What follows belongs to an exercise in optimizing a design on an open flow for small area and a short achievable clock period; a production flow would make more cautious choices. In this exercise RTL edits were held to simulation tests only and were not proved equivalent to the original. Power figures rest on the tool's default switching activity, not on a simulated workload.

==> flow/design.v (excerpt) <==
module fpu (
    input  wire        clk,
    input  wire        rst_n,
    input  wire [31:0] rs1_data,
    input  wire [31:0] rs2_data,
    input  wire [31:0] rs3_data,
    input  wire [6:0]  funct7,
    input  wire [2:0]  funct3,
    input  wire        fp_op,
    input  wire [2:0]  frm,
    output reg  [31:0] result,
    output wire [4:0]  flags,
    output wire        ready,
    output wire [2:0]  latency
);
    wire [4:0] opc    = funct7[6:2];
    wire is_add       = (opc == 5'b00000);
    wire is_sub       = (opc == 5'b00001);
    wire is_mul       = (opc == 5'b00010);
    wire is_fma       = (opc == 5'b10000);
    wire addsub       = is_add | is_sub;
    assign latency = addsub ? 3'd4 : is_mul ? 3'd5 : 3'd6;
    wire [7:0] e1 = rs1_data[30:23];
    wire [7:0] e2 = rs2_data[30:23];
    wire [7:0] e3 = rs3_data[30:23];
    wire f1nz = |rs1_data[22:0];
    wire f2nz = |rs2_data[22:0];
    wire f3nz = |rs3_data[22:0];
    wire e1z = (e1 == 8'd0), e1m = (e1 == 8'hFF);
    wire e2z = (e2 == 8'd0), e2m = (e2 == 8'hFF);
    wire e3z = (e3 == 8'd0), e3m = (e3 == 8'hFF);
    wire h1 = ~e1z & (~e1m | f1nz);
    wire h2 = ~e2z & (~e2m | f2nz);
    wire h3 = ~e3z & (~e3m | f3nz);
    wire nan1 = e1m & f1nz, inf1 = e1m & ~f1nz, snan1 = nan1 & ~rs1_data[22];
    wire nan2 = e2m & f2nz, inf2 = e2m & ~f2nz, snan2 = nan2 & ~rs2_data[22];
    wire nan3 = e3m & f3nz, inf3 = e3m & ~f3nz, snan3 = nan3 & ~rs3_data[22];
    wire [23:0] mx_d = addsub ? 24'h800000 : {h1, rs1_data[22:0]};
    wire [23:0] my_d = addsub ? {h1, rs1_data[22:0]} : {h2, rs2_data[22:0]};
    wire [23:0] mz_d = addsub ? {h2, rs2_data[22:0]} :
                       is_fma ? {h3, rs3_data[22:0]} : 24'd0;
    wire [7:0]  ze_d = addsub ? e2 : is_fma ? e3 : 8'd0;
    wire [8:0]  pe_d = addsub ? {1'b0, e1} : ({1'b0, e1} + {1'b0, e2} - 9'd127);
    wire xnan = ~addsub & nan1;
    wire ynan = addsub ? nan1 : nan2;
    wire znan = addsub ? nan2 : is_fma & nan3;
    wire xinf = ~addsub & inf1;
    wire yinf = addsub ? inf1 : inf2;
    wire zinf = addsub ? inf2 : is_fma & inf3;
    wire xsnan = ~addsub & snan1;
    wire ysnan = addsub ? snan1 : snan2;
  ...
clock: 8.5 ns
lec_check: 0
cap_margin: 20
core_margin: 2
core_utilization: 40
slew_margin: 20
run.sh (not shown) runs the stock make flow with config.mk's settings and CLKGATE_MAP_FILE= SYNTH_SCRIPT=/design/flow/synth_recipe.tcl, a recipe that flattens the netlist after the stock synthesis.
The baseline produced a clean layout.
==> next run, changes <==
- ABC_CLOCK_PERIOD_IN_PS: unset -> 3500
- SETUP_SLACK_MARGIN: unset -> 5
What happened: The changed run completed with no timing, DRC or antenna violations; worst hold slack hardly moves; cell area goes up by 15%; area after synthesis does not change.

Another version of the RTL of fpu (not shown whole).
For scale: ~5700 cells after synthesis, about 570 flip-flops, ~150 I/O pins, ~43000 um2 of cells after synthesis.
export LEC_CHECK = 0
export ABC_AREA = 1
export CAP_MARGIN = 20
export CORE_MARGIN = 2
export CORE_UTILIZATION = 60
export CTS_CLUSTER_SIZE = 30
export SETUP_SLACK_MARGIN = 4.5
export SLEW_MARGIN = 20
create_clock -name core_clock -period 8.5 [get_ports {clk}]
Next try:
CORE_UTILIZATION = 40   (was 60)
CTS_CLUSTER_SIZE = default   (was 30)
What happened: Cell area goes up by 0.83%; hold slack improves by 6.2 ps; clock skew is higher by 47 ps; worst setup slack loses 31 ps; routed wire length rose by 4.5%; combinational power stays flat.

fpu, a different RTL version from the one above (not shown whole).
For scale: roughly 5800 cells after synthesis, about 550 flip-flops, ~150 I/O pins, roughly 41000 sq um of cells after synthesis.
==> flow/design.v (excerpt) <==
module fpu (
    input  wire        clk,
    input  wire        rst_n,
    input  wire [31:0] rs1_data,
    input  wire [31:0] rs2_data,
    input  wire [31:0] rs3_data,
    input  wire [6:0]  funct7,
    input  wire [2:0]  funct3,
    input  wire        fp_op,
    input  wire [2:0]  frm,
    output reg  [31:0] result,
    output wire [4:0]  flags,
    output wire        ready,
    output wire [2:0]  latency
);
    wire [4:0] opc    = funct7[6:2];
    wire is_add       = (opc == 5'b00000);
    wire is_sub       = (opc == 5'b00001);
    wire is_mul       = (opc == 5'b00010);
    wire is_fma       = (opc == 5'b10000);
    wire addsub       = is_add | is_sub;
    assign latency = addsub ? 3'd4 : is_mul ? 3'd5 : 3'd6;
    wire [7:0] e1 = rs1_data[30:23];
    wire [7:0] e2 = rs2_data[30:23];
    wire [7:0] e3 = rs3_data[30:23];
    wire f1nz = |rs1_data[22:0];
    wire f2nz = |rs2_data[22:0];
    wire f3nz = |rs3_data[22:0];
    wire e1z = (e1 == 8'd0), e1m = (e1 == 8'hFF);
  ...
==> flow/config.mk <==
export PLATFORM = sky130hd
export DESIGN_NAME = fpu
export DESIGN_NICKNAME = fpu
export VERILOG_FILES = /design/flow/design.v
export SDC_FILE = /design/flow/constraint.sdc
export NUM_CORES = 4
export LEC_CHECK = 0
export ABC_AREA = 1
export CAP_MARGIN = 20
export CORE_MARGIN = 2
export CORE_UTILIZATION = 60
export CTS_CLUSTER_SIZE = 30
export SETUP_SLACK_MARGIN = 4.15
export SLEW_MARGIN = 20
==> flow/constraint.sdc <==
create_clock -name core_clock -period 8.5 [get_ports {clk}]
set_input_delay 1.7000 -clock core_clock [delete_from_list [all_inputs] [get_ports {clk}]]
set_output_delay 1.7000 -clock core_clock [all_outputs]
set_load 0.01 [all_outputs]
The starting point completed with no timing, DRC or antenna violations.
==> next run, changes <==
- CORE_UTILIZATION: 60 -> 70
- SETUP_SLACK_MARGIN: 4.15 -> 4.4
Register-to-register slack is better by 120 ps.
Total power increases by 3.2%.
Worst setup slack is better by 130 ps.
Final cell count decreases by 1.2%.
Utilization increases by 12 points.

port drivers added, routing unchanged:
No port has a modelled driver above. Below, the same layouts with a new extraction and two added sets of constraints. Step 1 assumes that a clkbuf_16 drives the clock port and a buf_2 every other input. Step 2, shift: input delay + t, output delay - t, t = (earliest + latest rising clock arrival at the registers) / 2. This alone moves slack from input paths to output paths. Slacks: no drivers / after step 1 / after step 2; pairs: no drivers / after step 1.
run	shift t [ns]	slack for setup (ns)	latest minus earliest clock arrival (ns)
the first run of note 1	0.718	3.035 / 3.014 / 3.014	0.046 / 0.045
the second run of note 1	0.716	4.160 / 4.120 / 4.120	0.050 / 0.050
the first run of note 2	0.704	4.395 / 4.361 / 4.153	0.028 / 0.029
the second run of note 2	0.702	4.364 / 4.327 / 4.209	0.078 / 0.078
the first run of note 3	0.687	4.216 / 4.187 / 3.910	0.022 / 0.022
the second run of note 3	0.705	4.347 / 4.316 / 3.860	0.048 / 0.048
After both steps every run listed still meets setup and hold. The setup slack of the second run of note 3, which loses most, moves by -0.031 ns with the drivers and by -0.487 ns with both steps.
